This is an optimization exercise on Yosys and OpenROAD, whose aim is small area, not a production implementation. Function was checked by simulation only, so behaviour that the tests miss may differ from the original. No driver is modelled on the clock port, so clocking that relies on it looks cheaper here than on a real chip. No activity file was given, so power comes from the tool's default toggle rates.

[design.v]
`timescale 1ns / 1ps
module hx711driver (
    input  logic        clk,
    input  logic        reset,
    input  logic        ce,
    input  logic        hx711_in,
    output logic [23:0] dout,
    output logic        hx711_done_tick,
    output logic        sclk,
    output logic        last_phase      
);
    logic [5:0]  ph;
    logic [5:0]  c;
    logic [23:0] si;
    logic c_end, active, ph_last;
    assign active  = |ph;
    assign c_end   = c[5] & c[4] & c[1];             
    assign ph_last = ph[5] & ph[4] & ph[1] & ph[0];   
    logic c_clr, ph_inc, ph_clr;
    assign c_clr  = ce & (~active | c_end);
    assign ph_inc = ce & (active ? c_end : ~hx711_in);
    assign ph_clr = ce & c_end & ph_last;
    logic [6:0] cc, pc;
    assign cc[0] = ce;
    assign pc[0] = ph_inc;
    genvar i;
    for (i = 0; i < 6; i++) begin : g_inc
        assign cc[i+1] = cc[i] & c[i];
        assign pc[i+1] = pc[i] & ph[i];
    end
    always_ff @(posedge clk, posedge reset)
        if (reset) ph <= '0;
        else       ph <= ph_clr ? 6'd0 : (ph ^ pc[5:0]);
    always_ff @(posedge clk)
        c <= c_clr ? 6'd0 : (c ^ cc[5:0]);
    always_ff @(posedge clk)
        if (ce && c_end && active && !ph[0] && !(ph[5] & ph[4] & ph[1]))
            si <= {si[22:0], hx711_in};
    assign dout = si;
    assign hx711_done_tick = ph_last & c_end;
    assign sclk = active & ~ph[0];
    assign last_phase = ph_last;
endmodule
`timescale 1ns / 1ps
module seven_seg_driver (
    input  logic        clock,
    input  logic        reset,
    input  logic        om_msb,   
    input  logic        sgn,
    input  logic        busy_soon,  
    output logic        rot,      
    input  logic        qbit,     
    input  logic        wend,     
    input  logic        q_mode,   
    input  logic        q_clr,    
    input  logic        load,     
    output logic        ce,       
    output logic [7:0]  segments_out,
    output logic [7:0]  anodes_out
);
    logic [9:0]  refresh_counter;
    logic        refresh_tick;
    logic [2:0]  digit_selector;
    logic [27:0] wb;
    logic        rot_go;
    logic [3:0]  cur, nxt;
    logic [10:0] rc;
    assign rc[0] = 1'b1;
    genvar i;
    for (i = 0; i < 10; i++) begin : g_inc
        assign rc[i+1] = rc[i] & refresh_counter[i];
    end
    logic [3:0] dc;
    assign dc[0] = refresh_tick;
    for (i = 0; i < 3; i++) begin : g_dinc
        assign dc[i+1] = dc[i] & digit_selector[i];
    end
    logic [2:0] dsel_n;               
    assign dsel_n = digit_selector ^ dc[2:0];
    logic [4:0] j;
    assign j = refresh_counter[4:0];
    logic per_clr;
    assign per_clr = ~(j[4] | j[3]);
    logic bin;
    assign bin = q_mode ? qbit : (om_msb ^ sgn);
    assign rot = rot_go & ~per_clr;
    logic wclr;
    assign wclr = q_mode ? q_clr : per_clr;
    logic valid;
    assign valid = rot_go & ~(|j);
    function automatic [3:0] add3(input [3:0] d);
        case (d)
            4'd5: add3 = 4'd8;
            4'd6: add3 = 4'd9;
            4'd7: add3 = 4'd10;
            4'd8: add3 = 4'd11;
            4'd9: add3 = 4'd12;
            default: add3 = d;
        endcase
    endfunction
    logic [27:0] wb_adj;
    for (i = 0; i < 6; i++) begin : g_dd
        assign wb_adj[i*4 +: 4] = add3(wb[i*4 +: 4]);
    end
    assign wb_adj[27:24] = wb[27:24];
    logic [3:0] ev, od, ev1;
    always_comb begin
        case (dsel_n[2:1])
            2'd0: begin ev = wb[3:0];   od = wb[7:4];   ev1 = wb[11:8];  end
            2'd1: begin ev = wb[11:8];  od = wb[15:12]; ev1 = wb[19:16]; end
            2'd2: begin ev = wb[19:16]; od = wb[23:20]; ev1 = wb[27:24]; end
            default: begin ev = wb[27:24]; od = 4'd0;   ev1 = wb[3:0];   end
        endcase
    end
    logic [3:0] dig_a, dig_b;
    assign dig_a = dsel_n[0] ? od : ev;
    assign dig_b = dsel_n[0] ? ev1 : od;
    always_ff @(posedge clock, posedge reset)
        if (reset) begin
            refresh_counter <= '0;
            refresh_tick    <= 1'b0;
            digit_selector  <= '0;
            rot_go          <= 1'b0;
            cur             <= '0;
        end else begin
            refresh_counter <= refresh_counter ^ rc[9:0];
            refresh_tick    <= rc[10];
            digit_selector  <= dsel_n;
            if (j == 5'd7) rot_go <= ~wend & ~busy_soon;
            if (load | valid)      cur <= dig_a;
            else if (refresh_tick) cur <= nxt;
        end
    always_ff @(posedge clock) begin
        wb <= wclr ? 28'd0 : {wb_adj[26:0], bin};
        if (load | valid) nxt <= dig_b;
    end
    assign ce = ~refresh_counter[0];
    always_comb
        case (cur)
            4'd0:    segments_out = 8'b00000011;
            4'd1:    segments_out = 8'b10011111;
            4'd2:    segments_out = 8'b00100101;
            4'd3:    segments_out = 8'b00001101;
            4'd4:    segments_out = 8'b10011001;
            4'd5:    segments_out = 8'b01001001;
            4'd6:    segments_out = 8'b01000001;
            4'd7:    segments_out = 8'b00011111;
            4'd8:    segments_out = 8'b00000001;
            4'd9:    segments_out = 8'b00001001;
            default: segments_out = 8'b11111111;
        endcase
    always_comb
        case (digit_selector)
            3'd0: anodes_out = 8'b11111110;
            3'd1: anodes_out = 8'b11111101;
            3'd2: anodes_out = 8'b11111011;
            3'd3: anodes_out = 8'b11110111;
            3'd4: anodes_out = 8'b11101111;
            3'd5: anodes_out = 8'b11011111;
            3'd6: anodes_out = 8'b10111111;
            default: anodes_out = 8'b01111111;
        endcase
endmodule
`timescale 1ns / 1ps
module rca #(parameter int W = 8) (
    input  logic [W-1:0] a,
    input  logic [W-1:0] b,
    input  logic         cin,
    output logic [W-1:0] s,
    output logic         cout
);
    logic [W:0] c;
    assign c[0] = cin;
    genvar i;
    for (i = 0; i < W; i++) begin : g_bit
        assign s[i]   = a[i] ^ b[i] ^ c[i];
        assign c[i+1] = (a[i] & b[i]) | (c[i] & (a[i] ^ b[i]));
    end
    assign cout = c[W];
endmodule
module rinc #(parameter int W = 8) (
    input  logic [W-1:0] a,
    input  logic         cin,
    output logic [W-1:0] s
);
    logic [W:0] c;
    assign c[0] = cin;
    genvar i;
    for (i = 0; i < W; i++) begin : g_bit
        assign s[i]   = a[i] ^ c[i];
        assign c[i+1] = a[i] & c[i];
    end
endmodule
module lt_const #(parameter int W = 8, parameter logic [W-1:0] K = '0) (
    input  logic [W-1:0] a,
    output logic         lt
);
    logic [W:0] c;
    assign c[0] = 1'b0;
    genvar i;
    for (i = 0; i < W; i++) begin : g_bit
        if (K[i]) begin : g_one
            assign c[i+1] = ~a[i] | c[i];
        end else begin : g_zero
            assign c[i+1] = ~a[i] & c[i];
        end
    end
    assign lt = c[W];
endmodule
module top_nexys_a7 (
    input  logic       clock,
    input  logic       reset,
    input  logic       hx711_data_in,
    output logic       hx711_sclk_out,
    output logic [5:0] states_led,
    output logic [7:0] DDP,
    output logic [7:0] AN
);
    logic ce;
    logic sync1, sync2;
    always_ff @(posedge clock)
        if (ce) begin
            sync1 <= hx711_data_in;
            sync2 <= sync1;
        end
    logic [23:0] si;
    logic        done, last_phase;
    hx711driver inst_hx711_driver (
        .clk(clock), .reset(reset), .ce(ce), .hx711_in(sync2),
        .dout(si), .hx711_done_tick(done), .sclk(hx711_sclk_out), .last_phase(last_phase));
    logic tick;
    assign tick = done & ~ce;
    localparam logic [2:0] ST_IDLE = 3'd0, ST_S1 = 3'd1, ST_S2 = 3'd2, ST_S3 = 3'd3,
                           ST_PREP = 3'd4, ST_DIV = 3'd5, ST_UPD = 3'd6, ST_CLN = 3'd7;
    logic [2:0]  state;
    logic [16:0] timer;         
    logic [28:0] acc;           
    logic        sn;            
    logic [4:0]  cnt;           
    logic [1:0]  outl;          
    logic [23:0] om;            
    logic        sgn;           
    logic        zero;          
    logic        led;
    logic [4:0]  rem;           
    logic [4:0]  pv;            
    logic        pflag;         
    assign rem   = timer[10:6];
    assign pv    = timer[15:11];
    assign pflag = timer[16];
    logic tmax;                 
    assign tmax = timer[16] & timer[15] & timer[10] & timer[9] & timer[7]
                & timer[4] & timer[3] & timer[2] & timer[1] & timer[0];
    logic in_idle, in_smp, in_s3, in_prep, in_div, in_upd, in_cln;
    assign in_idle = (state == ST_IDLE);
    assign in_smp  = (state == ST_S1) | (state == ST_S2) | (state == ST_S3);
    assign in_s3   = (state == ST_S3);
    assign in_prep = (state == ST_PREP);
    assign in_div  = (state == ST_DIV);
    assign in_upd  = (state == ST_UPD);
    assign in_cln  = (state == ST_CLN);
    logic cnt_nz;
    assign cnt_nz = |cnt;
    logic [24:0] diff;
    rca #(25) u_diff (.a({si[23], si}), .b(~{sgn, om}), .cin(~sgn), .s(diff), .cout());
    logic lo_lt, lo_le;
    lt_const #(14, 14'd15000) u_lt (.a(diff[13:0]), .lt(lo_lt));
    lt_const #(14, 14'd1385)  u_le (.a(diff[13:0]), .lt(lo_le));
    logic d_small;
    assign d_small = diff[24] ? ((&diff[23:14]) & ~lo_le) : (~(|diff[23:14]) & lo_lt);
    logic accept;
    assign accept = d_small | zero | (&outl);
    logic dshift;
    assign dshift = in_div & timer[5] & (timer[4] | timer[3] | timer[2] | (timer[1] & timer[0]));
    logic en_s, en_p;
    assign en_s = in_s3 & accept;
    assign en_p = in_prep & acc[28];
    logic [28:0] addb, asum;
    assign addb = ({{5{si[23]}}, si} & {29{en_s}}) | (acc & {29{dshift}}) | {29{en_p}};
    rca #(29) u_acc (.a(acc), .b(addb), .cin(1'b0), .s(asum), .cout());
    logic t_inc, t_clr;
    assign t_clr = (in_idle & ~tick & tmax) | in_upd;
    assign t_inc = (in_idle & ~tick) | (in_smp & ~tmax) | in_div;
    logic [16:0] timer_n;
    rinc #(17) u_tinc (.a(timer), .cin(t_inc), .s(timer_n));
    logic [4:0] cnt_n;
    rinc #(5) u_cinc (.a(cnt), .cin(en_s), .s(cnt_n));
    logic dbit;
    assign dbit = dshift & (acc[28] ^ sn);
    logic [5:0] rt, rsub;
    assign rt = {rem, dbit};
    logic qbit;
    rca #(6) u_dsub (.a(rt), .b(~{1'b0, cnt}), .cin(1'b1), .s(rsub), .cout(qbit));
    logic rot;
    logic mshift;
    assign mshift = in_div & timer[5] & (timer[4] | timer[3]);
    logic xg, yg;
    assign xg = (om[23] ^ sgn) & mshift;
    assign yg = qbit & mshift;
    logic p_f, p_inc, p_dec;
    assign p_f   = xg ^ yg;
    assign p_inc = ~sgn & sn & xg & yg;
    assign p_dec = sgn ? (sn ? (xg & ~yg) : (xg | yg)) : (~sn & ~xg & yg);
    logic [5:0] pc;
    logic [4:0] pu;             
    assign pc[0] = p_inc | p_dec;
    genvar gi;
    for (gi = 0; gi < 5; gi++) begin : g_pu
        assign pu[gi]   = pv[gi] ^ pc[gi];
        assign pc[gi+1] = pc[gi] & (pv[gi] ^ p_dec);
    end
    logic p_borrow, p_ovf, p_neg;
    assign p_borrow = p_dec & pc[5];           
    assign p_ovf    = p_inc & pc[5];           
    assign p_neg    = pflag | p_borrow;
    logic [4:0] pv_n;
    assign pv_n = (pu[4] | p_ovf) ? 5'd31 : {pu[3:0], p_f};
    logic pu_lt26, p_alert;
    lt_const #(5, 5'd26) u_p26 (.a(pu), .lt(pu_lt26));
    assign p_alert = ~p_neg & (p_ovf | ~pu_lt26 | ((pu == 5'd25) & p_f));
    always_ff @(posedge clock, posedge reset)
        if (reset) begin
            state <= ST_IDLE;
            outl  <= '0;
            om    <= '0;
            sgn   <= 1'b0;
            zero  <= 1'b1;
            led   <= 1'b0;
        end else begin
            case (state)
                ST_IDLE: if (tick) state <= ST_S1; else if (tmax) state <= ST_PREP;
                ST_S1:   state <= ST_S2;
                ST_S2:   state <= ST_S3;
                ST_S3:   state <= ST_IDLE;
                ST_PREP: state <= cnt_nz ? ST_DIV : ST_UPD;
                ST_DIV:  if (&timer[5:0]) state <= ST_UPD;
                ST_UPD:  state <= ST_CLN;
                default: state <= ST_IDLE;
            endcase
            if (in_s3) begin
                if (accept) outl <= '0;
                else        outl <= {outl[1] | outl[0], ~outl[0]};
            end
            if (in_prep & cnt_nz) zero <= 1'b1;
            if (mshift) begin
                om   <= {om[22:0], qbit ^ sn};
                zero <= zero & ~qbit;
            end else if (rot)
                om   <= {om[22:0], om[23]};
            if (in_upd) begin
                led <= 1'b0;
                if (cnt_nz) begin
                    sgn <= sn;
                    led <= pflag;
                end
            end
        end
    always_ff @(posedge clock) begin
        timer <= (t_clr | reset) ? 17'd0 : timer_n;
        if (in_div)
            timer[16:6] <= {(&timer[5:0]) ? p_alert : p_neg, pv_n,
                            qbit ? rsub[4:0] : rt[4:0]};
        acc   <= reset ? 29'd0 : asum;      
        if (in_prep) sn <= acc[28];
        cnt   <= (in_cln | reset) ? 5'd0 : cnt_n;
    end
    assign states_led = {led, 1'b0, led, led, 1'b0, led};
    seven_seg_driver inst_display (
        .clock(clock), .reset(reset), .om_msb(om[23]), .sgn(sgn), .qbit(qbit),
        .busy_soon(last_phase), .rot(rot),
        .wend(in_prep | in_div | in_upd), .q_mode(in_div & timer[5]),
        .q_clr(in_div & timer[5] & ~timer[4] & ~timer[3]), .load(in_upd & cnt_nz),
        .ce(ce), .segments_out(DDP), .anodes_out(AN));
endmodule
[flow/run.sh]
#!/bin/bash
# Standard layout (standard synthesis unchanged), with two layout options:
# output port buffers use buf_1, and the clock tree uses clkbuf_8 without
# dummy loads.
set -uo pipefail
bash standard.sh \
  DONT_BUFFER_PORTS=1 \
  REMOVE_ABC_BUFFERS=1 \
  "PRE_GLOBAL_PLACE_TCL=$PWD/flow/pre_gpl.tcl" \
  "CTS_ARGS=-sink_clustering_enable -repair_clock_nets -buf_list sky130_fd_sc_hd__clkbuf_8 -dont_use_dummy_load" \
  finish > flow_make.log 2>&1
status=$?
cp -r orfs/logs flow_logs 2>/dev/null || true
exit $status
[flow/pre_gpl.tcl]
# Port buffering in place of the standard step (DONT_BUFFER_PORTS=1):
# every input and output port still gets a buffer; outputs use buf_1.
buffer_ports -inputs
buffer_ports -outputs -buffer_cell sky130_fd_sc_hd__buf_1
[standard.sh]
#!/bin/bash
# synth_recipe.tcl (not shown) runs the flow's synth.tcl, then flattens the netlist and writes it again
# the make line also repeats each setting of config.mk as NAME=value (left out here)
make -C /OpenROAD-flow-scripts/flow DESIGN_CONFIG=/design/flow/config.mk WORK_HOME=/design/flow/orfs CLKGATE_MAP_FILE= SYNTH_SCRIPT=/design/flow/synth_recipe.tcl "${@:-finish}"
[config.mk]
export PLATFORM = sky130hd
export DESIGN_NAME = top_nexys_a7
export DESIGN_NICKNAME = top_nexys_a7
export VERILOG_FILES = /design/flow/design.v
export SDC_FILE = /design/flow/constraint.sdc
export NUM_CORES = 4
export LEC_CHECK = 0
export CAP_MARGIN = 20
export CORE_MARGIN = 2
export CORE_UTILIZATION = 60
export SLEW_MARGIN = 20
[constraint.sdc]
create_clock -name core_clock -period 40.0 [get_ports {clock}]
set_input_delay 8.0000 -clock core_clock [delete_from_list [all_inputs] [get_ports {clock}]]
set_output_delay 8.0000 -clock core_clock [all_outputs]
set_load 0.01 [all_outputs]
==> results.sh, run 1 <==
export IMPL_row_count=45
export IMPL_final_core_util=0.636
export IMPL_hold_path_class="flop to flop"
export IMPL_cts_tree="yes"
export IMPL_ant_nets=0
export IMPL_drive_gt1_frac=0.0623
export IMPL_cts_buffers=17
export IMPL_dp_hpwl_um=12400
export IMPL_outcome="timing/DRC/antenna clean"
export IMPL_synth_top_cell_area_share=0.181
export IMPL_finalNonFillerCells=1094
export IMPL_antenna_found_initial=0
export IMPL_grt_pass1_wl_um=29500
export IMPL_fillers=1247
export IMPL_p_leak_nw=3.64
export IMPL_maxSlewHeadroom=0.341
export IMPL_p_comb_frac=0.008
export IMPL_gr_total_overflow=0
export IMPL_viasPerCell=5.75
export IMPL_start_util=0.615
export IMPL_htree_levels=4
export IMPL_yosysUniqueCellTypes=71
export IMPL_dr_pass1_iters=5
export IMPL_dpl_cell_area_mm2=0.00946
export IMPL_internal_power_uw=216
export IMPL_synth_cells=913
export IMPL_finalCritPeriodShare=0.603
export IMPL_dieArea_mm2=0.0167
export IMPL_finalPower_uw=271
export IMPL_wl_per_cell_um=16.0
export IMPL_synthSimpleGateAreaFrac=0.136
export IMPL_placedCellCount=1077
export IMPL_yosys_area_top_type="dfxtp_1"
export IMPL_synth_top_family_by_area="adder cells"
export IMPL_p_switching_uw=55.4
export IMPL_via_count=6287
export IMPL_synth_edf_count=31
export IMPL_max_vdd_ir_drop_uv=21.5
export IMPL_place_congestion=0.816
export IMPL_finalHoldViolCount=0
export IMPL_cellPowerDensity_mw_per_mm2=27.9
export IMPL_synth_compound_area_frac=0.135
export IMPL_coreArea_mm2=0.0153
export IMPL_grt_max_degree=58
export IMPL_maxCapViolations=0
export IMPL_diodes=0
export IMPL_setup_viol=0
export IMPL_drcViolationCount=0
export IMPL_synthToLayoutAreaGrowth_pct=3.37
export IMPL_die_x_um=129
export IMPL_synthXorXnorAreaFrac=0.0192
export IMPL_fp_dieH_um=129
export IMPL_ys_warn_count=3
export IMPL_cts_max_path_buffers=2
export IMPL_fmax_mhz=41.4
export IMPL_ys_flop_type="dfxtp_1"
export IMPL_crit_fanout=11
export IMPL_finalWirelength_um=17500
export IMPL_rsz0062_at_grt="false"
export IMPL_port_buffers=22
export IMPL_p_seq_frac=0.656
export IMPL_synthMuxAreaShare=0.0372
export IMPL_cts_hold_buf=0
export IMPL_drv_slew=0
export IMPL_cts_setup_buffers=0
export IMPL_fin_crit_ns=24.13
export IMPL_worst_slew_pin_slew_ns=0.989
export IMPL_grt_pass1_vias=6103
export IMPL_crit_path_top_delay_cell="dfrtp_1"
export IMPL_cp_arrival_ns=24.46
export IMPL_cts_resized=0
export IMPL_first_iter_violations=415
export IMPL_critical_path_class="flop to flop"
export IMPL_required_ns=40.34
export IMPL_cp_common_cell="fa_1"
export IMPL_clkPwrFrac=0.336
export IMPL_nets=992
export IMPL_cp_end_kind="flop"
export IMPL_multi_input_area_mm2=0.00480
export IMPL_setup_tns_ns=0
export IMPL_track_usage=0.225
export IMPL_synth_area_mm2=0.00938
export IMPL_synth_fa_ha_area_frac=0.183
export IMPL_synth_seq_area_share=0.433
export IMPL_cts_root_buf="clkbuf_8"
export IMPL_clk_pin_slew_ns=0.07
export IMPL_synth_avg_cell_area_um2=10.3
export IMPL_clk_latency_ns=0.45
export IMPL_p_sw_frac=0.204
export IMPL_finalClockSkew_ns=0.0231
export IMPL_async_reset_ff_frac=0.329
export IMPL_max_stage_delay_ns=0.53
export IMPL_synth_seq_cells=173
export IMPL_stdcell_area_mm2=0.00970
export IMPL_start_kind="flop"
export IMPL_regArea_mm2=0.00406
export IMPL_cts_sinks=173
export IMPL_io_pins=26
export IMPL_synthTopCellsByArea="dfxtp_1, dfrtp_1, fa_1"
[registers in the layout, summed over array words and instances (netlist names), 2 cells and up]
| signal | count |
|---|---|
| inst_hx711_driver.ph | 6 |
| inst_display.refresh_counter | 10 |
| timer | 17 |
| inst_display.wb | 28 |
| inst_hx711_driver.c | 6 |
| inst_hx711_driver.si | 24 |
| inst_display.cur | 4 |
| acc | 29 |
| om | 24 |
| inst_display.nxt | 4 |
| outl | 2 |
| inst_display.digit_selector | 3 |
| cnt | 5 |
| state | 3 |
[final cells by class]
class | instances | area share
Clock buffer | 17 | 0.0241
Inverter | 79 | 0.0306
Multi-Input combinational cell | 608 | 0.495
Sequential cell | 173 | 0.419
Tap cell | 211 | 0.0272
Timing Repair Buffer | 6 | 0.00464
[per-layer routing]
layer  global-route usage  routed length, um
met1                0.325               8600
met2                0.348               8010
met3               0.0500                676
met4               0.0607                193
met5                    0                  0
[worst max-delay path: cells and delay by family (launching register included)]
kind	cells	cell delay (ns)
adder cells (fa/ha/maj)	52	21.29
AO/OA/AOI/OAI	4	0.98
flip-flops	1	0.53
buffers and inverters	6	0.43
AND/OR/NAND/NOR	4	0.77
[power groups by stage]
stage | Clock [mW] | Sequential, mW | Combinational, mW
floorplan | 0 | 0.182 | 0.00161
global placement | 0 | 0.182 | 0.00224
detailed placement | 0 | 0.182 | 0.00237
CTS | 0.0942 | 0.178 | 0.00238
global route | 0.100 | 0.178 | 0.00270
finish | 0.0910 | 0.178 | 0.00222
[Yosys cell counts (8+ instances only)]
| library cell | n |
|---|---|
| nand2_1 | 55 |
| inv_1 | 78 |
| and2_1 | 12 |
| a221oi_1 | 23 |
| nor2b_1 | 17 |
| mux2i_1 | 9 |
| a211oi_1 | 8 |
| nand3_1 | 15 |
| ha_1 | 49 |
| fa_1 | 55 |
| xnor2_1 | 13 |
| dfxtp_1 | 85 |
| edfxtp_1 | 31 |
| clkbuf_1 | 36 |
| a21oi_1 | 53 |
| mux4_2 | 8 |
| nor2_1 | 93 |
| o21ai_0 | 66 |
| dfrtp_1 | 56 |
| a31oi_1 | 8 |
[worst paths after layout]
kind | depth (start not counted) | slack, ns | to | from
max | 66 | 15.87 | acc[28] | sgn
min | 0 | 0.42 | sync2 | sync1
max reg2reg | 66 | 15.87 | acc[28] | sgn
min reg2reg | 0 | 0.42 | sync2 | sync1
max in group asynchronous | 2 | 31.84 | inst_hx711_driver.ph[4] | reset
min in group asynchronous | 2 | 7.64 | inst_display.refresh_counter[1] | reset
[layout by cell type (no fill, tap or decap), types with 8 or more instances in the layout]
| cell | netlist | final |
|---|---|---|
| nor2b_1 | 17 | 17 |
| o21ai_0 | 66 | 66 |
| a211oi_1 | 8 | 8 |
| dfxtp_1 | 85 | 85 |
| dfrtp_1 | 56 | 56 |
| nand3_1 | 15 | 15 |
| xnor2_1 | 13 | 13 |
| edfxtp_1 | 31 | 31 |
| mux2i_1 | 9 | 9 |
| ha_1 | 49 | 49 |
| fa_1 | 55 | 55 |
| clkbuf_8 | 0 | 17 |
| a31oi_1 | 8 | 8 |
| nand2_1 | 55 | 55 |
| and2_1 | 12 | 12 |
| mux4_2 | 8 | 8 |
| a21oi_1 | 53 | 53 |
| a221oi_1 | 23 | 23 |
| inv_1 | 78 | 77 |
| nor2_1 | 93 | 92 |
[metrics by stage]
| step | setup slack, ns | hold WS (ns) |
|---|---|---|
| 2_1_floorplan | 16.59 | 0.400 |
| 3_3_place_gp | 16.29 | 0.407 |
| 3_5_place_dp | 15.77 | 0.407 |
| 4_1_cts | 15.75 | 0.423 |
| 5_1_grt | 14.82 | 0.425 |
| 6_report | 15.87 | 0.421 |
[cells by family (layout without fill, tap and decap cells)]
logic type / count (synthesis) / after routing
AND/OR/NAND/NOR: 257 / 257
adder cells (fa/ha/maj): 104 / 104
other: 2 / 3
flip-flops: 173 / 173
multiplexers: 24 / 24
buffers and inverters: 133 / 102
AO/OA/AOI/OAI: 201 / 201
XOR/XNOR: 19 / 19
==> run 2, diff against run 1 <==
--- a/flow/run.sh
+++ b/flow/run.sh
@@ -6,5 +6,4 @@
 bash standard.sh \
   DONT_BUFFER_PORTS=1 \
-  REMOVE_ABC_BUFFERS=1 \
   "PRE_GLOBAL_PLACE_TCL=$PWD/flow/pre_gpl.tcl" \
   "CTS_ARGS=-sink_clustering_enable -repair_clock_nets -buf_list sky130_fd_sc_hd__clkbuf_8 -dont_use_dummy_load" \
==> results.sh, run 2 <==
export IMPL_layout_common_cells="nor2_1, dfxtp_1, inv_1, o21ai_0, dfrtp_1"
export IMPL_ys_flop_type="dfxtp_1"
export IMPL_yosysUniqueCellTypes=71
export IMPL_grt_pass1_vias=6334
export IMPL_row_count=45
export IMPL_dieArea_mm2=0.0167
export IMPL_cts_setup_buffers=0
export IMPL_coreArea_mm2=0.0153
export IMPL_cp_common_cell="fa_1"
export IMPL_fin_crit_ns=24.16
export IMPL_drive_gt1_frac=0.0623
export IMPL_synth_seq_cells=173
export IMPL_synth_area_mm2=0.00938
export IMPL_port_buffers=21
export IMPL_viasPerCell=5.79
export IMPL_yosys_cell_count_top_type="nor2_1"
export IMPL_grt_pass1_wl_um=31000
export IMPL_cts_resized=0
export IMPL_dp_hpwl_um=13200
export IMPL_via_count=6332
export IMPL_track_usage=0.236
export IMPL_rsz0062_at_grt="false"
export IMPL_gr_total_overflow=0
export IMPL_clk_pin_slew_ns=0.10
export IMPL_place_congestion=0.824
export IMPL_critical_path_class="flop to flop"
export IMPL_synth_edf_count=31
export IMPL_synth_common_cells="nor2_1, dfxtp_1, inv_1, o21ai_0, dfrtp_1"
export IMPL_maxCapViolations=0
export IMPL_grt_max_degree=58
export IMPL_io_pins=26
export IMPL_cts_tree="yes"
export IMPL_maxSlewHeadroom=0.259
export IMPL_ys_warn_count=3
export IMPL_fmax_mhz=41.4
export IMPL_pre_cts_ws_ns=15.70
export IMPL_outcome="timing/DRC/antenna clean"
export IMPL_required_ns=40.37
export IMPL_max_vdd_ir_drop_uv=33.0
export IMPL_drv_slew=0
export IMPL_largest_reg_flops=29
export IMPL_hold_path_class="flop to flop"
export IMPL_start_util=0.615
export IMPL_ant_nets=0
export IMPL_cp_arrival_ns=24.52
export IMPL_finalCritPeriodShare=0.604
export IMPL_synthTopCellsByArea="dfxtp_1, dfrtp_1, fa_1"
export IMPL_setup_viol=0
export IMPL_start_kind="flop"
export IMPL_cts_root_buf="clkbuf_8"
export IMPL_largest_register="acc"
export IMPL_cellPowerDensity_mw_per_mm2=28.0
export IMPL_wl_per_cell_um=16.4
export IMPL_layout_commonest_cell="nor2_1"
export IMPL_htree_levels=4
export IMPL_nets=992
export IMPL_synth_avg_cell_area_um2=10.3
export IMPL_fillers=1257
export IMPL_setup_tns_ns=0
export IMPL_synth_top_cell_area_share=0.181
export IMPL_p_leak_nw=3.64
export IMPL_drcViolationCount=0
export IMPL_fin_hold_ws_ns=0.441
export IMPL_cp_end_kind="flop"
export IMPL_fp_dieH_um=129
export IMPL_synth_cells=913
export IMPL_max_stage_delay_ns=0.60
export IMPL_yosys_area_top_type="dfxtp_1"
export IMPL_crit_path_top_delay_cell="dfrtp_1"
export IMPL_crit_fanout=28
export IMPL_first_iter_violations=410
export IMPL_die_x_um=129
export IMPL_clk_latency_ns=0.46
export IMPL_synth_seq_area_share=0.433
export IMPL_diodes=0
export IMPL_cts_sinks=173
export IMPL_worst_slew_pin_slew_ns=1.10
export IMPL_cts_buffers=17
export IMPL_top_regs="acc: 29 flops, inst_display.wb: 28 flops"
export IMPL_finalWirelength_um=17900
export IMPL_fin_ws_ns=15.84
export IMPL_finalHoldViolCount=0
export IMPL_cts_max_path_buffers=2
export IMPL_antenna_found_initial=0
export IMPL_cts_hold_buf=0
export IMPL_synthToLayoutAreaGrowth_pct=3.37
export IMPL_dr_pass1_iters=5
export IMPL_finalClockSkew_ns=0.0311
export IMPL_async_reset_ff_frac=0.329
## run 2: cell counts in the layout (fill, tap and decap cells not counted)
No cell type changed its count.
## run 2: report_power, final
part           leakage (nW)  total [mW]  internal [mW]  switching [mW]
combinational          1.80     0.00222       0.000419         0.00180
sequential             1.72       0.178          0.178        0.000220
clock                 0.122      0.0916         0.0376          0.0540
## run 2: critical path, delay by kind of cell, from the launching register on
family / cells / cell delay [ns]
adders and majority gates: 52 / 21.35
buffers and inverters: 7 / 0.74
and+or+nand+nor: 3 / 0.31
AOI/OAI and AO/OA: 5 / 1.08
DFF: 1 / 0.60
## run 2: path summary, 6_finish.rpt
check / start / endpoint / slack (ns) / depth (start not counted)
worst max-delay path: sgn / acc[28] / 15.84 / 67
worst min-delay path: sync1 / sync2 / 0.44 / 0
worst max register to register: sgn / acc[28] / 15.84 / 67
worst min register to register: sync1 / sync2 / 0.44 / 0
max in group asynchronous: reset / inst_display.refresh_tick / 31.83 / 2
min in group asynchronous: reset / inst_hx711_driver.ph[3] / 7.62 / 2
## run 2: final cells by class
class                   count  area (um2)  share of cell area
clock buffers              17         234              0.0241
repair buffers              6        45.0             0.00464
flip-flops and latches    173        4060               0.419
inverters                  79         297              0.0306
well taps                 211         264              0.0272
multi-input cells         608        4800               0.495
## run 2: logic make-up (layout without fill, tap and decap cells)
logic type / Yosys count / in the layout / synth area share
AND/OR/NAND/NOR: 257 / 257 / 0.136
AO/OA/AOI/OAI: 201 / 201 / 0.135
flip-flops: 173 / 173 / 0.433
buffers and inverters: 133 / 102 / 0.0565
adder cells (fa/ha/maj): 104 / 104 / 0.183
multiplexers: 24 / 24 / 0.0372
XOR/XNOR: 19 / 19 / 0.0192
other: 2 / 3 / 0.000800
## run 2: metrics by stage
step | instances | util | power (mW) | area (um2)
finish | 1094 | 0.636 | 0.272 | 9700
floorplan | 914 | - | 0.184 | 9390
global route | 1094 | 0.636 | 0.282 | 9700
global placement | 1077 | 0.620 | 0.184 | 9460
CTS | 1094 | 0.636 | 0.275 | 9700
detailed placement | 1077 | 0.620 | 0.184 | 9460
## run 2: per-layer routing
layer | routed length (um) | vias up | share of wire | GRT usage
met5 | 0 | - | 0 | 0
met4 | 441 | 0 | 0.025 | 0.0844
met3 | 586 | 29 | 0.033 | 0.0570
met2 | 8610 | 96 | 0.48 | 0.378
met1 | 8260 | 3141 | 0.46 | 0.319
li1 | - | 3066 | - | -
==> run 3, diff against run 2 <==
--- a/flow/run.sh
+++ b/flow/run.sh
@@ -7,5 +7,5 @@
   DONT_BUFFER_PORTS=1 \
   "PRE_GLOBAL_PLACE_TCL=$PWD/flow/pre_gpl.tcl" \
-  "CTS_ARGS=-sink_clustering_enable -repair_clock_nets -buf_list sky130_fd_sc_hd__clkbuf_8 -dont_use_dummy_load" \
+  "CTS_ARGS=-sink_clustering_enable -repair_clock_nets -buf_list {sky130_fd_sc_hd__clkbuf_4 sky130_fd_sc_hd__clkbuf_8} -dont_use_dummy_load" \
   finish > flow_make.log 2>&1
 status=$?
==> results.sh, run 3 <==
export IMPL_outcome="timing/DRC/antenna clean"
export IMPL_synth_common_cells="nor2_1, dfxtp_1, inv_1, o21ai_0, dfrtp_1"
export IMPL_grt_pass1_vias=6334
export IMPL_drive_gt1_frac=0.0623
export IMPL_setup_tns_ns=0
export IMPL_cts_hold_buf=0
export IMPL_synth_seq_area_share=0.433
export IMPL_ys_flop_type="dfxtp_1"
export IMPL_nets=992
export IMPL_setup_viol=0
export IMPL_critical_path_class="flop to flop"
export IMPL_largest_reg_flops=29
export IMPL_coreArea_mm2=0.0153
export IMPL_layout_common_cells="nor2_1, dfxtp_1, inv_1, o21ai_0, dfrtp_1"
export IMPL_clk_pin_slew_ns=0.10
export IMPL_cts_tree="yes"
export IMPL_cts_resized=0
export IMPL_finalCritPeriodShare=0.604
export IMPL_dieArea_mm2=0.0167
export IMPL_row_count=45
export IMPL_cp_end_kind="flop"
export IMPL_cp_arrival_ns=24.52
export IMPL_finalClockSkew_ns=0.0311
export IMPL_worst_slew_pin_slew_ns=1.10
export IMPL_maxSlewHeadroom=0.259
export IMPL_dp_hpwl_um=13200
export IMPL_layout_commonest_cell="nor2_1"
export IMPL_max_vdd_ir_drop_uv=33.0
export IMPL_fin_ws_ns=15.84
export IMPL_async_reset_ff_frac=0.329
export IMPL_io_pins=26
export IMPL_required_ns=40.37
export IMPL_rsz0062_at_grt="false"
export IMPL_via_count=6332
export IMPL_port_buffers=21
export IMPL_synth_cells=913
export IMPL_cts_setup_buffers=0
export IMPL_cellPowerDensity_mw_per_mm2=28.0
export IMPL_synth_avg_cell_area_um2=10.3
export IMPL_maxCapViolations=0
export IMPL_ant_nets=0
export IMPL_cts_max_path_buffers=2
export IMPL_dr_pass1_iters=5
export IMPL_cp_common_cell="fa_1"
export IMPL_max_stage_delay_ns=0.60
export IMPL_finalHoldViolCount=0
export IMPL_start_util=0.615
export IMPL_grt_max_degree=58
export IMPL_diodes=0
export IMPL_start_kind="flop"
export IMPL_synth_top_cell_area_share=0.181
export IMPL_yosysUniqueCellTypes=71
export IMPL_crit_path_top_delay_cell="dfrtp_1"
export IMPL_synthTopCellsByArea="dfxtp_1, dfrtp_1, fa_1"
export IMPL_grt_pass1_wl_um=31000
export IMPL_drv_slew=0
export IMPL_antenna_found_initial=0
export IMPL_fmax_mhz=41.4
export IMPL_cts_root_buf="clkbuf_8"
export IMPL_drcViolationCount=0
export IMPL_synth_seq_cells=173
export IMPL_viasPerCell=5.79
export IMPL_clk_latency_ns=0.46
export IMPL_largest_register="acc"
export IMPL_synth_edf_count=31
export IMPL_p_leak_nw=3.64
export IMPL_synthToLayoutAreaGrowth_pct=3.37
export IMPL_synth_area_mm2=0.00938
export IMPL_first_iter_violations=410
export IMPL_pre_cts_ws_ns=15.70
export IMPL_cts_buffers=17
export IMPL_top_regs="acc: 29 flops, inst_display.wb: 28 flops"
export IMPL_cts_sinks=173
export IMPL_wl_per_cell_um=16.4
export IMPL_htree_levels=4
export IMPL_die_x_um=129
export IMPL_track_usage=0.236
export IMPL_yosys_area_top_type="dfxtp_1"
export IMPL_yosys_cell_count_top_type="nor2_1"
export IMPL_fp_dieH_um=129
export IMPL_finalWirelength_um=17900
export IMPL_fin_crit_ns=24.16
export IMPL_hold_path_class="flop to flop"
export IMPL_place_congestion=0.824
export IMPL_ys_warn_count=3
export IMPL_crit_fanout=28
export IMPL_gr_total_overflow=0
## run 3: cell counts after synthesis
No cell type changed its count.
## run 3: through the flow
step / instances / hold slack [ns] / instance area [um2] / total power, mW / utilization
after floorplan: 914 / 0.400 / 9390 / 0.184 / -
after global placement: 1077 / 0.408 / 9460 / 0.184 / 0.620
after detailed placement: 1077 / 0.417 / 9460 / 0.184 / 0.620
after CTS: 1094 / 0.439 / 9700 / 0.275 / 0.636
after global routing: 1094 / 0.453 / 9700 / 0.282 / 0.636
final: 1094 / 0.441 / 9700 / 0.272 / 0.636
## run 3: where the power goes
part           switching, mW  total [mW]  internal (mW)  leakage, nW
clock                 0.0540      0.0916         0.0376        0.122
sequential          0.000220       0.178          0.178         1.72
combinational        0.00180     0.00222       0.000419         1.80
## run 3: worst max-delay path, delay by kind of cell (launching register included)
family	cells	cell delay (ns)
adders and majority gates	52	21.35
and+or+nand+nor	3	0.31
AOI/OAI and AO/OA	5	1.08
DFF	1	0.60
buffers and inverters	7	0.74
## run 3: logic make-up after synthesis
logic type                 Yosys count  share of synthesized area
AOI/OAI and AO/OA                  201                      0.135
xor gates and xnor gates            19                     0.0192
adders and majority gates          104                      0.183
buffers and inverters              133                     0.0565
DFF                                173                      0.433
muxes                               24                     0.0372
other                                2                   0.000800
and+or+nand+nor                    257                      0.136
## run 3: final timing paths
path | to | from | slack (ns) | depth (start not counted)
min in group asynchronous | inst_hx711_driver.ph[3] | reset | 7.62 | 2
setup reg to reg | acc[28] | sgn | 15.84 | 67
hold reg to reg | sync2 | sync1 | 0.44 | 0
hold / removal | sync2 | sync1 | 0.44 | 0
setup / recovery | acc[28] | sgn | 15.84 | 67
max in group asynchronous | inst_display.refresh_tick | reset | 31.83 | 2
## run 3: metal layers
layer / vias up / global-route usage / share of wire
li1: 3066 / - / -
met1: 3141 / 0.319 / 0.46
met2: 96 / 0.378 / 0.48
met3: 29 / 0.0570 / 0.033
met4: 0 / 0.0844 / 0.025
met5: - / 0 / 0
## run 3: final cells by class
class | instances | area [um2]
clock buffers | 17 | 234
fillers | 1257 | 5560
inverters | 79 | 297
multi-input cells | 608 | 4800
flip-flops and latches | 173 | 4060
well taps | 211 | 264
repair buffers | 6 | 45.0
==> run 4, diff against run 3 <==
--- a/flow/run.sh
+++ b/flow/run.sh
@@ -7,5 +7,6 @@
   DONT_BUFFER_PORTS=1 \
   "PRE_GLOBAL_PLACE_TCL=$PWD/flow/pre_gpl.tcl" \
-  "CTS_ARGS=-sink_clustering_enable -repair_clock_nets -buf_list {sky130_fd_sc_hd__clkbuf_4 sky130_fd_sc_hd__clkbuf_8} -dont_use_dummy_load" \
+  "POST_CTS_TCL=$PWD/flow/post_cts.tcl" \
+  "CTS_ARGS=-sink_clustering_enable -repair_clock_nets -buf_list sky130_fd_sc_hd__clkbuf_4 -dont_use_dummy_load" \
   finish > flow_make.log 2>&1
 status=$?
==> flow/post_cts.tcl (new file) <==
# The clock tree is built from clkbuf_4; any clock buffer driving 10 or more
# pins (the root and the fuller leaves) is then set to clkbuf_8, so that every
# flip-flop clock pin keeps a fast slew, and the placement legalised again.
set big [get_lib_cells sky130_fd_sc_hd__clkbuf_8]
set n 0
foreach inst [get_cells clkbuf_*] {
  if {[get_property $inst ref_name] ne "sky130_fd_sc_hd__clkbuf_4"} { continue }
  set out [get_pins -of_objects $inst -filter "direction==output"]
  set fo [llength [get_pins -of_objects [get_nets -of_objects $out] -filter "direction==input"]]
  if {$fo >= 10} {
    replace_cell $inst $big
    incr n
  }
}
puts "post_cts: $n clock buffers set to clkbuf_8"
detailed_placement
check_placement -verbose
==> results.sh, run 4 <==
export IMPL_r2r_start="sgn"
export IMPL_io_pins=26
export IMPL_fin_ws_ns=15.80
export IMPL_clk_pin_slew_ns=0.10
export IMPL_synth_cells=913
export IMPL_synth_common_cells="nor2_1, dfxtp_1, inv_1, o21ai_0, dfrtp_1"
export IMPL_antenna_found_initial=0
export IMPL_synthTopCellsByArea="dfxtp_1, dfrtp_1, fa_1"
export IMPL_largest_reg_flops=29
export IMPL_layout_commonest_cell="nor2_1"
export IMPL_pre_cts_ws_ns=15.70
export IMPL_crit_path_start="sgn"
export IMPL_viasPerCell=5.80
export IMPL_worst_slew_pin_slew_ns=1.10
export IMPL_fin_crit_ns=24.20
export IMPL_port_buffers=21
export IMPL_nets=992
export IMPL_top_regs="acc: 29 flops, inst_display.wb: 28 flops"
export IMPL_finalClockSkew_ns=0.0307
export IMPL_start_kind="flop"
export IMPL_synthToLayoutAreaGrowth_pct=2.91
export IMPL_diodes=0
export IMPL_first_iter_violations=317
export IMPL_cellPowerDensity_mw_per_mm2=27.3
export IMPL_crit_fanout=28
export IMPL_crit_path_top_delay_cell="dfrtp_1"
export IMPL_synth_avg_cell_area_um2=10.3
export IMPL_fin_hold_ws_ns=0.440
export IMPL_dr_pass1_iters=4
export IMPL_setup_viol=0
export IMPL_layout_common_cells="nor2_1, dfxtp_1, inv_1, o21ai_0, dfrtp_1"
export IMPL_cp_arrival_ns=24.54
export IMPL_synth_edf_count=31
export IMPL_place_congestion=0.824
export IMPL_max_vdd_ir_drop_uv=29.2
export IMPL_required_ns=40.34
export IMPL_cts_sinks=173
export IMPL_track_usage=0.237
export IMPL_synth_top_cell_area_share=0.181
export IMPL_cp_end_kind="flop"
export IMPL_rsz0062_at_grt="false"
export IMPL_gr_total_overflow=0
export IMPL_grt_pass1_vias=6352
export IMPL_critical_path_class="flop to flop"
export IMPL_async_reset_ff_frac=0.329
export IMPL_via_count=6340
export IMPL_clk_latency_ns=0.44
export IMPL_maxCapViolations=0
export IMPL_setup_tns_ns=0
export IMPL_hold_start="sync1"
export IMPL_synth_seq_cells=173
export IMPL_row_count=45
export IMPL_fmax_mhz=41.3
export IMPL_dp_hpwl_um=13200
export IMPL_drive_gt1_frac=0.0623
export IMPL_grt_max_degree=58
export IMPL_yosysUniqueCellTypes=71
export IMPL_die_x_um=129
export IMPL_fp_dieH_um=129
export IMPL_wl_per_cell_um=16.4
export IMPL_grt_pass1_wl_um=31100
export IMPL_placedCellCount=1077
export IMPL_ys_warn_count=3
export IMPL_synth_seq_area_share=0.433
export IMPL_maxSlewHeadroom=0.260
export IMPL_ys_flop_type="dfxtp_1"
export IMPL_dieArea_mm2=0.0167
export IMPL_yosys_area_top_type="dfxtp_1"
export IMPL_yosys_cell_count_top_type="nor2_1"
export IMPL_drcViolationCount=0
export IMPL_outcome="timing/DRC/antenna clean"
export IMPL_coreArea_mm2=0.0153
export IMPL_finalHoldViolCount=0
export IMPL_finalPower_uw=263
export IMPL_largest_register="acc"
export IMPL_p_leak_nw=3.62
export IMPL_drv_slew=0
export IMPL_start_util=0.615
export IMPL_cp_common_cell="fa_1"
export IMPL_cts_tree="yes"
export IMPL_finalWirelength_um=17900
export IMPL_ant_nets=0
export IMPL_finalCritPeriodShare=0.605
export IMPL_max_stage_delay_ns=0.60
export IMPL_synth_area_mm2=0.00938
export IMPL_finalNonFillerCells=1094
export IMPL_hold_path_class="flop to flop"
[run 4: cell counts after synthesis]
No cell type changed its count.
[run 4: worst paths after layout]
check | endpoint | slack, ns | cells after the start
setup / recovery | acc[28] | 15.80 | 67
hold / removal | sync2 | 0.44 | 0
setup reg to reg | acc[28] | 15.80 | 67
hold reg to reg | sync2 | 0.44 | 0
max in group asynchronous | om[22] | 31.81 | 2
min in group asynchronous | inst_hx711_driver.ph[4] | 7.65 | 2
[run 4: cells by family (layout without fill, tap and decap cells)]
kind of cell             count (synthesis)  count (layout)  share of synthesized area
buffers and inverters                  133             102                     0.0565
adder cells (fa/ha/maj)                104             104                      0.183
multiplexers                            24              24                     0.0372
flip-flops                             173             173                      0.433
other                                    2               3                   0.000800
XOR/XNOR                                19              19                     0.0192
AND/OR/NAND/NOR                        257             257                      0.136
AO/OA/AOI/OAI                          201             201                      0.135
[run 4: metal layers]
layer  track usage  part of all wire
met5             0                 0
met4        0.0844             0.024
met3        0.0570             0.038
met2         0.381              0.49
met1         0.320              0.45
[run 4: where the power goes]
part / internal [mW] / leakage [nW] / switching, mW / total [mW]
clock: 0.0304 / 0.104 / 0.0527 / 0.0831
sequential: 0.178 / 1.72 / 0.000224 / 0.178
combinational: 0.000418 / 1.80 / 0.00180 / 0.00222
total: 0.208 / 3.62 / 0.0548 / 0.263
[run 4: per-stage QoR]
step                cell area, um2   util
floorplan                     9390      -
global placement              9460  0.620
detailed placement            9460  0.620
global route                  9660  0.633
finish                        9660  0.633
[run 4: layout make-up]
| class | count | area [um2] |
|---|---|---|
| Fill cell | 1266 | 5600 |
| Timing Repair Buffer | 6 | 45.0 |
| Sequential cell | 173 | 4060 |
| Clock buffer | 17 | 190 |
| Inverter | 79 | 297 |
| Tap cell | 211 | 264 |
| Multi-Input combinational cell | 608 | 4800 |
[run 4: critical path, delay by kind of cell (launching register included)]
family,cells,cell delay (ns)
flip-flops,1,0.60
AND/OR/NAND/NOR,3,0.32
adder cells (fa/ha/maj),52,21.33
AO/OA/AOI/OAI,5,1.08
buffers and inverters,7,0.74
==> run 5, diff against run 4 <==
--- a/flow/run.sh
+++ b/flow/run.sh
@@ -1,6 +1,8 @@
 #!/bin/bash
-# Standard layout (standard synthesis unchanged), with two layout options:
-# output port buffers use buf_1, and the clock tree uses clkbuf_8 without
-# dummy loads.
+# Standard layout (standard synthesis unchanged), with these layout options:
+# output port buffers use buf_1 (pre_gpl.tcl); the clock tree is built from
+# clkbuf_4 without dummy loads, and clock buffers driving 10 or more pins are
+# then set to clkbuf_8 (post_cts.tcl). Each tool's full log stays under
+# orfs/logs (copied to flow_logs); make's own output goes to flow_make.log.
 set -uo pipefail
 bash standard.sh \
--- a/flow/post_cts.tcl
+++ b/flow/post_cts.tcl
@@ -8,5 +8,5 @@
   set out [get_pins -of_objects $inst -filter "direction==output"]
   set fo [llength [get_pins -of_objects [get_nets -of_objects $out] -filter "direction==input"]]
-  if {$fo >= 10} {
+  if {$fo >= 12} {
     replace_cell $inst $big
     incr n
--- a/config.mk
+++ b/config.mk
@@ -8,4 +8,4 @@
 export CAP_MARGIN = 20
 export CORE_MARGIN = 2
-export CORE_UTILIZATION = 60
+export CORE_UTILIZATION = 75
 export SLEW_MARGIN = 20
==> results.sh, run 5 <==
export IMPL_outcome="timing/DRC/antenna clean"
export IMPL_clk_latency_ns=0.46
export IMPL_start_util=0.775
export IMPL_hold_depth=0
export IMPL_drive_gt1_frac=0.0623
export IMPL_synth_avg_cell_area_um2=10.3
export IMPL_p_leak_nw=3.61
export IMPL_yosys_cell_count_top_type="nor2_1"
export IMPL_fin_crit_ns=24.38
export IMPL_p_sw_frac=0.210
export IMPL_antenna_found_initial=0
export IMPL_dieArea_mm2=0.0134
export IMPL_diodes=0
export IMPL_wl_per_cell_um=17.0
export IMPL_coreArea_mm2=0.0121
export IMPL_first_iter_violations=468
export IMPL_worst_slew_pin_slew_ns=1.13
export IMPL_top_regs="acc: 29 flops, inst_display.wb: 28 flops"
export IMPL_r2r_end="acc[28]"
export IMPL_rr_worst_depth=66
export IMPL_p_switching_uw=54.5
export IMPL_hold_path_end="sync2"
export IMPL_grt_pass1_wl_um=30500
export IMPL_largest_reg_flops=29
export IMPL_grt_max_degree=45
export IMPL_max_stage_delay_ns=0.56
export IMPL_async_reset_ff_frac=0.329
export IMPL_hold_path_class="flop to flop"
export IMPL_cp_end_kind="flop"
export IMPL_rsz0062_at_grt="false"
export IMPL_dp_hpwl_um=13000
export IMPL_synth_area_mm2=0.00938
export IMPL_cts_tree="yes"
export IMPL_finalNonFillerCells=1051
export IMPL_layout_commonest_cell="nor2_1"
export IMPL_placedCellCount=1034
export IMPL_cp_arrival_ns=24.71
export IMPL_synth_seq_area_share=0.433
export IMPL_row_count=40
export IMPL_required_ns=40.33
export IMPL_synthTopCellsByArea="dfxtp_1, dfrtp_1, fa_1"
export IMPL_via_count=6474
export IMPL_yosysUniqueCellTypes=71
export IMPL_ys_warn_count=3
export IMPL_synth_top_cell_area_share=0.181
export IMPL_p_comb_frac=0.009
export IMPL_place_congestion=0.853
export IMPL_synth_cells=913
export IMPL_drcViolationCount=0
export IMPL_drv_slew=0
export IMPL_port_buffers=21
export IMPL_finalHoldViolCount=0
export IMPL_synth_common_cells="nor2_1, dfxtp_1, inv_1, o21ai_0, dfrtp_1"
export IMPL_hold_start="sync1"
export IMPL_finalClockSkew_ns=0.0362
export IMPL_fmax_mhz=41.0
export IMPL_cp_common_cell="fa_1"
export IMPL_rrSetupSlack_ns=15.62
export IMPL_cellPowerDensity_mw_per_mm2=27.1
export IMPL_internal_power_uw=205
export IMPL_crit_fanout=13
export IMPL_maxSlewHeadroom=0.244
export IMPL_dr_pass1_iters=6
export IMPL_max_vdd_ir_drop_uv=27.1
export IMPL_viasPerCell=6.16
export IMPL_nets=992
export IMPL_gr_total_overflow=0
export IMPL_track_usage=0.293
export IMPL_r2r_start="sgn"
export IMPL_synthToLayoutAreaGrowth_pct=2.13
export IMPL_ys_flop_type="dfxtp_1"
export IMPL_maxCapViolations=0
export IMPL_finalWirelength_um=17900
export IMPL_crit_path_top_delay_cell="fa_1"
export IMPL_p_seq_frac=0.685
export IMPL_synth_seq_cells=173
export IMPL_largest_register="acc"
export IMPL_io_pins=26
export IMPL_setup_tns_ns=0
export IMPL_setup_viol=0
export IMPL_fp_dieH_um=116
export IMPL_grt_pass1_vias=6315
export IMPL_ant_nets=0
export IMPL_yosys_area_top_type="dfxtp_1"
export IMPL_clkPwrFrac=0.306
export IMPL_synth_edf_count=31
export IMPL_finalCritPeriodShare=0.610
export IMPL_start_kind="flop"
export IMPL_critical_path_class="flop to flop"
export IMPL_clk_pin_slew_ns=0.08
export IMPL_layout_common_cells="nor2_1, dfxtp_1, inv_1, o21ai_0, dfrtp_1"
export IMPL_cts_sinks=173
export IMPL_die_x_um=116
-- run 5: cell type report --
class,instances,area (um2)
multi-input cells,608,4800
well taps,168,210
inverters,79,297
fillers,811,2530
repair buffers,6,45.0
clock buffers,17,171
flip-flops and latches,173,4060
-- run 5: worst max-delay path, delay by kind of cell, from the launching register on --
| kind | cells | cell delay, ns |
|---|---|---|
| flops | 1 | 0.55 |
| buf+inv | 6 | 0.45 |
| simple gates | 3 | 0.34 |
| compound gates | 5 | 1.52 |
| fa+ha+maj | 52 | 21.45 |
-- run 5: per-stage QoR --
stage	instance area, um2	setup WS [ns]	power, mW	util	hold WS, ns
after floorplan	9390	16.83	0.184	-	0.400
after global placement	9410	16.21	0.184	0.777	0.408
after detailed placement	9410	15.62	0.184	0.777	0.407
after global routing	9580	14.73	0.268	0.791	0.436
final	9580	15.62	0.260	0.791	0.429
-- run 5: routing by layer --
layer	vias up	wire length (um)	track usage
li1	3070	-	-
met1	3203	7760	0.392
met2	163	8910	0.494
met3	38	860	0.0628
met4	0	330	0.0762
met5	-	0	0
-- run 5: worst max-delay path by stage --
stage	startpoint	endpoint	slack [ns]	cells past startpoint
global placement	sgn	acc[28]	16.21	66
detailed placement	sgn	acc[28]	15.62	66
finish	sgn	acc[28]	15.62	66
floorplan	sgn	acc[28]	16.83	66
global route	sgn	acc[28]	14.73	66
-- run 5: power groups by stage --
| stage | Clock (mW) | Combinational (mW) | Sequential, mW |
|---|---|---|---|
| 2_1_floorplan | 0 | 0.00231 | 0.182 |
| 3_3_place_gp | 0 | 0.00221 | 0.182 |
| 3_5_place_dp | 0 | 0.00236 | 0.182 |
| 5_1_grt | 0.0871 | 0.00268 | 0.178 |
| 6_report | 0.0796 | 0.00227 | 0.178 |
-- run 5: kinds of logic after synthesis --
group                    Yosys count  synth area share
XOR/XNOR                          19            0.0192
other                              2          0.000800
multiplexers                      24            0.0372
flip-flops                       173             0.433
buffers and inverters            133            0.0565
AND/OR/NAND/NOR                  257             0.136
AO/OA/AOI/OAI                    201             0.135
adder cells (fa/ha/maj)          104             0.183
==> run 6, diff against run 5 <==
--- a/flow/post_cts.tcl
+++ b/flow/post_cts.tcl
@@ -8,5 +8,5 @@
   set out [get_pins -of_objects $inst -filter "direction==output"]
   set fo [llength [get_pins -of_objects [get_nets -of_objects $out] -filter "direction==input"]]
-  if {$fo >= 12} {
+  if {$fo >= 10} {
     replace_cell $inst $big
     incr n
==> results.sh, run 6 <==
export IMPL_fillers=803
export IMPL_finalCritPeriodShare=0.609
export IMPL_path_delay_family="adder cells"
export IMPL_top_regs="acc: 29 flops, inst_display.wb: 28 flops"
export IMPL_largest_reg_flops=29
export IMPL_gr_total_overflow=0
export IMPL_yosysUniqueCellTypes=71
export IMPL_async_reset_ff_frac=0.329
export IMPL_rrSetupSlack_ns=15.65
export IMPL_p_leak_nw=3.63
export IMPL_stdcell_area_mm2=0.00963
export IMPL_fp_dieH_um=116
export IMPL_crit_fanout=13
export IMPL_crit_path_top_delay_cell="fa_1"
export IMPL_row_count=40
export IMPL_worst_slew_pin_slew_ns=1.08
export IMPL_diodes=0
export IMPL_critical_path_class="flop to flop"
export IMPL_ant_nets=0
export IMPL_port_buffers=21
export IMPL_fin_ws_ns=15.65
export IMPL_synth_common_cells="nor2_1, dfxtp_1, inv_1, o21ai_0, dfrtp_1"
export IMPL_yosys_area_top_type="dfxtp_1"
export IMPL_synth_cells=913
export IMPL_ys_flop_type="dfxtp_1"
export IMPL_max_stage_delay_ns=0.56
export IMPL_pre_cts_ws_ns=15.62
export IMPL_setup_tns_ns=0
export IMPL_cellPowerDensity_mw_per_mm2=27.8
export IMPL_cp_common_cell="fa_1"
export IMPL_max_vdd_ir_drop_uv=27.1
export IMPL_synthToLayoutAreaGrowth_pct=2.60
export IMPL_dr_pass1_iters=5
export IMPL_dp_hpwl_um=13000
export IMPL_finalHoldViolCount=0
export IMPL_synth_edf_count=31
export IMPL_start_util=0.775
export IMPL_die_x_um=116
export IMPL_grt_max_degree=45
export IMPL_finalWirelength_um=17800
export IMPL_hold_start="sync1"
export IMPL_grt_pass1_wl_um=30600
export IMPL_cp_end_kind="flop"
export IMPL_first_iter_violations=479
export IMPL_largest_register="acc"
export IMPL_ys_warn_count=3
export IMPL_coreArea_mm2=0.0121
export IMPL_maxSlewHeadroom=0.275
export IMPL_clk_pin_slew_ns=0.08
export IMPL_synth_top_cell_area_share=0.181
export IMPL_cts_tree="yes"
export IMPL_wl_per_cell_um=17.0
export IMPL_fin_crit_ns=24.35
export IMPL_synth_seq_cells=173
export IMPL_antenna_found_initial=0
export IMPL_synthTopCellsByArea="dfxtp_1, dfrtp_1, fa_1"
export IMPL_synth_avg_cell_area_um2=10.3
export IMPL_cp_arrival_ns=24.70
export IMPL_rsz0062_at_grt="false"
export IMPL_finalClockSkew_ns=0.0332
export IMPL_via_count=6446
export IMPL_crit_buf_inv=6
export IMPL_cts_sinks=173
export IMPL_synth_seq_area_share=0.433
export IMPL_synth_area_mm2=0.00938
export IMPL_r2r_start="sgn"
export IMPL_yosys_cell_count_top_type="nor2_1"
export IMPL_fmax_mhz=41.1
export IMPL_viasPerCell=6.13
export IMPL_dpl_cell_area_mm2=0.00941
export IMPL_crit_path_start="sgn"
export IMPL_clk_latency_ns=0.47
export IMPL_io_pins=26
export IMPL_place_congestion=0.853
export IMPL_multi_input_area_mm2=0.00480
export IMPL_drv_slew=0
export IMPL_hold_path_class="flop to flop"
export IMPL_setup_viol=0
export IMPL_maxCapViolations=0
export IMPL_grt_pass1_vias=6302
export IMPL_drcViolationCount=0
export IMPL_nets=992
export IMPL_drive_gt1_frac=0.0623
export IMPL_start_kind="flop"
export IMPL_track_usage=0.294
export IMPL_layout_commonest_cell="nor2_1"
export IMPL_outcome="timing/DRC/antenna clean"
export IMPL_dieArea_mm2=0.0134
export IMPL_regArea_mm2=0.00406
export IMPL_required_ns=40.35
export IMPL_layout_common_cells="nor2_1, dfxtp_1, inv_1, o21ai_0, dfrtp_1"
[run 6: cell counts after synthesis]
Identical to the previous run, type by type.
[run 6: metal layers]
| metal | track usage | up-vias | part of all wire |
|---|---|---|---|
| met5 | 0 | - | 0 |
| met4 | 0.0778 | 0 | 0.014 |
| met3 | 0.0649 | 28 | 0.047 |
| met2 | 0.495 | 158 | 0.50 |
| met1 | 0.393 | 3189 | 0.44 |
| li1 | - | 3071 | - |
[run 6: worst reg2reg max path: cells and delay by family, from the launching register on]
kind / cells / cell delay, ns
AO/OA/AOI/OAI: 5 / 1.51
adder cells (fa/ha/maj): 52 / 21.42
AND/OR/NAND/NOR: 3 / 0.34
flip-flops: 1 / 0.55
buffers and inverters: 6 / 0.47
[run 6: per-stage QoR]
stage	util	hold slack (ns)	std cells	power, mW
2_1_floorplan	-	0.400	914	0.184
3_3_place_gp	0.777	0.408	1034	0.184
3_5_place_dp	0.777	0.407	1034	0.184
5_1_grt	0.795	0.436	1051	0.276
6_report	0.795	0.426	1051	0.268
[run 6: final cells by class]
class	instances	share of cell area
Clock buffer	17	0.0224
Timing Repair Buffer	6	0.00468
Multi-Input combinational cell	608	0.499
Sequential cell	173	0.422
Tap cell	168	0.0218
Inverter	79	0.0308
[run 6: cell families (layout without fill, tap and decap cells)]
kind of cell	after synthesis	count (layout)	synth area share
adder cells (fa/ha/maj)	104	104	0.183
multiplexers	24	24	0.0372
other	2	3	0.000800
buffers and inverters	133	102	0.0565
XOR/XNOR	19	19	0.0192
AND/OR/NAND/NOR	257	257	0.136
flip-flops	173	173	0.433
AO/OA/AOI/OAI	201	201	0.135
[run 6: where the power goes]
part	leakage [nW]	total, mW	switching, mW	internal (mW)
logic	1.80	0.00227	0.00184	0.000422
registers	1.72	0.178	0.000213	0.178
clock network	0.114	0.0875	0.0530	0.0344
[run 6: path summary, 6_finish.rpt]
kind / end / cells past startpoint
worst max-delay path: acc[28] / 66
worst min-delay path: sync2 / 0
worst max register to register: acc[28] / 66
worst min register to register: sync2 / 0
max in group asynchronous: om[2] / 2
min in group asynchronous: state[2] / 1
==> run 7, diff against run 6 <==
--- a/config.mk
+++ b/config.mk
@@ -8,4 +8,4 @@
 export CAP_MARGIN = 20
 export CORE_MARGIN = 2
-export CORE_UTILIZATION = 75
+export CORE_UTILIZATION = 60
 export SLEW_MARGIN = 20
==> results.sh, run 7 <==
export IMPL_outcome="timing/DRC/antenna clean"
export IMPL_drive_gt1_frac=0.0623
export IMPL_largest_reg_flops=29
export IMPL_max_stage_delay_ns=0.60
export IMPL_synth_seq_cells=173
export IMPL_finalClockSkew_ns=0.0307
export IMPL_top_regs="acc: 29 flops, inst_display.wb: 28 flops"
export IMPL_grt_max_degree=58
export IMPL_nets=992
export IMPL_start_kind="flop"
export IMPL_first_iter_violations=317
export IMPL_io_pins=26
export IMPL_ant_nets=0
export IMPL_final_core_util=0.633
export IMPL_cts_tree="yes"
export IMPL_synth_top_cell_area_share=0.181
export IMPL_maxCapViolations=0
export IMPL_yosys_area_top_type="dfxtp_1"
export IMPL_p_sw_frac=0.208
export IMPL_finalHoldViolCount=0
export IMPL_synthTopCellsByArea="dfxtp_1, dfrtp_1, fa_1"
export IMPL_dr_pass1_iters=4
export IMPL_synth_avg_cell_area_um2=10.3
export IMPL_cp_arrival_ns=24.54
export IMPL_hold_start="sync1"
export IMPL_required_ns=40.34
export IMPL_finalCritPeriodShare=0.605
export IMPL_finalWirelength_um=17900
export IMPL_row_count=45
export IMPL_synth_cells=913
export IMPL_clk_latency_ns=0.44
export IMPL_fin_hold_ws_ns=0.440
export IMPL_synth_seq_area_share=0.433
export IMPL_fillers=1266
export IMPL_cp_end_kind="flop"
export IMPL_clkPwrFrac=0.316
export IMPL_rsz0062_at_grt="false"
export IMPL_synth_area_mm2=0.00938
export IMPL_drv_slew=0
export IMPL_fmax_mhz=41.3
export IMPL_hold_depth=0
export IMPL_p_seq_frac=0.676
export IMPL_rr_worst_depth=67
export IMPL_viasPerCell=5.80
export IMPL_cts_sinks=173
export IMPL_p_comb_frac=0.008
export IMPL_yosys_cell_count_top_type="nor2_1"
export IMPL_synthToLayoutAreaGrowth_pct=2.91
export IMPL_clk_pin_slew_ns=0.10
export IMPL_largest_register="acc"
export IMPL_synth_edf_count=31
export IMPL_setup_viol=0
export IMPL_via_count=6340
export IMPL_dp_hpwl_um=13200
export IMPL_ys_flop_type="dfxtp_1"
export IMPL_fin_crit_ns=24.20
export IMPL_crit_fanout=28
export IMPL_layout_common_cells="nor2_1, dfxtp_1, inv_1, o21ai_0, dfrtp_1"
export IMPL_crit_path_start="sgn"
export IMPL_cp_common_cell="fa_1"
export IMPL_p_leak_nw=3.62
export IMPL_grt_pass1_vias=6352
export IMPL_fin_ws_ns=15.80
export IMPL_internal_power_uw=208
export IMPL_die_x_um=129
export IMPL_max_vdd_ir_drop_uv=29.2
export IMPL_cellPowerDensity_mw_per_mm2=27.3
export IMPL_fp_dieH_um=129
export IMPL_p_switching_uw=54.8
export IMPL_start_util=0.615
export IMPL_track_usage=0.237
export IMPL_ys_warn_count=3
export IMPL_async_reset_ff_frac=0.329
export IMPL_finalPower_uw=263
export IMPL_yosysUniqueCellTypes=71
export IMPL_coreArea_mm2=0.0153
export IMPL_r2r_start="sgn"
export IMPL_setup_tns_ns=0
export IMPL_wl_per_cell_um=16.4
export IMPL_port_buffers=21
export IMPL_antenna_found_initial=0
export IMPL_critical_path_class="flop to flop"
export IMPL_place_congestion=0.824
export IMPL_worst_slew_pin_slew_ns=1.10
export IMPL_grt_pass1_wl_um=31100
export IMPL_crit_path_top_delay_cell="dfrtp_1"
export IMPL_diodes=0
export IMPL_hold_path_class="flop to flop"
export IMPL_maxSlewHeadroom=0.260
export IMPL_gr_total_overflow=0
export IMPL_drcViolationCount=0
export IMPL_pre_cts_ws_ns=15.70
export IMPL_synth_common_cells="nor2_1, dfxtp_1, inv_1, o21ai_0, dfrtp_1"
export IMPL_dieArea_mm2=0.0167
export IMPL_layout_commonest_cell="nor2_1"
[run 7: cell types whose count changed in the layout (fill, tap and decap cells not counted)]
cell      delta
clkbuf_8     -4
clkbuf_4     +4
[run 7: cells by family after synthesis]
kind of cell,Yosys count,share of synthesized area
other,2,0.000800
buffers and inverters,133,0.0565
AO/OA/AOI/OAI,201,0.135
flip-flops,173,0.433
XOR/XNOR,19,0.0192
AND/OR/NAND/NOR,257,0.136
multiplexers,24,0.0372
adder cells (fa/ha/maj),104,0.183
[run 7: per-layer routing]
| layer | routed length (um) | share of wire | global-route usage |
|---|---|---|---|
| met2 | 8720 | 0.49 | 0.381 |
| met5 | 0 | 0 | 0 |
| met3 | 674 | 0.038 | 0.0570 |
| met4 | 427 | 0.024 | 0.0844 |
| met1 | 8090 | 0.45 | 0.320 |
[run 7: worst max-delay path: cells and delay by family, from the launching register on]
family / cells / cell delay (ns)
DFF: 1 / 0.60
buffers and inverters: 7 / 0.74
adders and majority gates: 52 / 21.33
AOI/OAI and AO/OA: 5 / 1.08
and+or+nand+nor: 3 / 0.32
[run 7: final timing paths]
path	slack (ns)	to
max	15.80	acc[28]
min	0.44	sync2
max reg2reg	15.80	acc[28]
min reg2reg	0.44	sync2
max in group asynchronous	31.81	om[22]
min in group asynchronous	7.65	inst_hx711_driver.ph[4]
[run 7: metrics by stage]
step                      instance area (um2)  std cells
after floorplan                          9390        914
after global placement                   9460       1077
after detailed placement                 9460       1077
after global routing                     9660       1094
final                                    9660       1094
[run 7: power by group through the flow]
stage	clock, mW	sequential [mW]	combinational [mW]
detailed placement	0	0.182	0.00237
global route	0.0926	0.178	0.00270
finish	0.0831	0.178	0.00222
floorplan	0	0.182	0.00231
global placement	0	0.182	0.00225
[run 7: area by class of cell]
cell class              instances  area, um2  share of cell area
flip-flops and latches        173       4060               0.420
clock buffers                  17        190              0.0197
repair buffers                  6       45.0             0.00467
inverters                      79        297              0.0307
well taps                     211        264              0.0273
multi-input cells             608       4800               0.497

port drivers added, routing unchanged:
In the flow no input, the clock included, has a driving cell. The finished layouts below were timed again as built, in two steps.
Step 1: set_driving_cell puts a clkbuf_16 on clock and a buf_2 on each other input, an assumption about the parent block.
Step 2, shift: input delay + t, output delay - t, t = (earliest + latest rising clock arrival at the registers) / 2. This alone moves slack from input paths to output paths.
a / b / c = ideal ports / drivers / drivers and shift; a / b = the first two.
run | t, ns | setup slack, ns | hold slack, ns | worst setup path after step 2 | worst data-port slew with drivers (ns)
run 1 | 0.478 | 15.874 / 15.847 / 15.847 | 0.421 / 0.421 / 0.421 | register to register | 0.77
run 2 | 0.486 | 15.844 / 15.821 / 15.821 | 0.441 / 0.441 / 0.441 | register to register | 0.74
run 3 | 0.486 | 15.844 / 15.821 / 15.821 | 0.441 / 0.441 / 0.441 | register to register | 0.74
run 4 | 0.467 | 15.805 / 15.782 / 15.782 | 0.440 / 0.440 / 0.440 | register to register | 0.73
run 5 | 0.482 | 15.620 / 15.595 / 15.595 | 0.429 / 0.429 / 0.429 | register to register | 0.71
run 6 | 0.490 | 15.648 / 15.624 / 15.624 | 0.426 / 0.426 / 0.426 | register to register | 0.70
run 7 | 0.467 | 15.805 / 15.782 / 15.782 | 0.440 / 0.440 / 0.440 | register to register | 0.73
After both steps setup and hold are still met in every run listed. For run 1, which loses most, drivers alone change the setup slack by -0.027 ns; drivers and shift together by -0.027 ns.
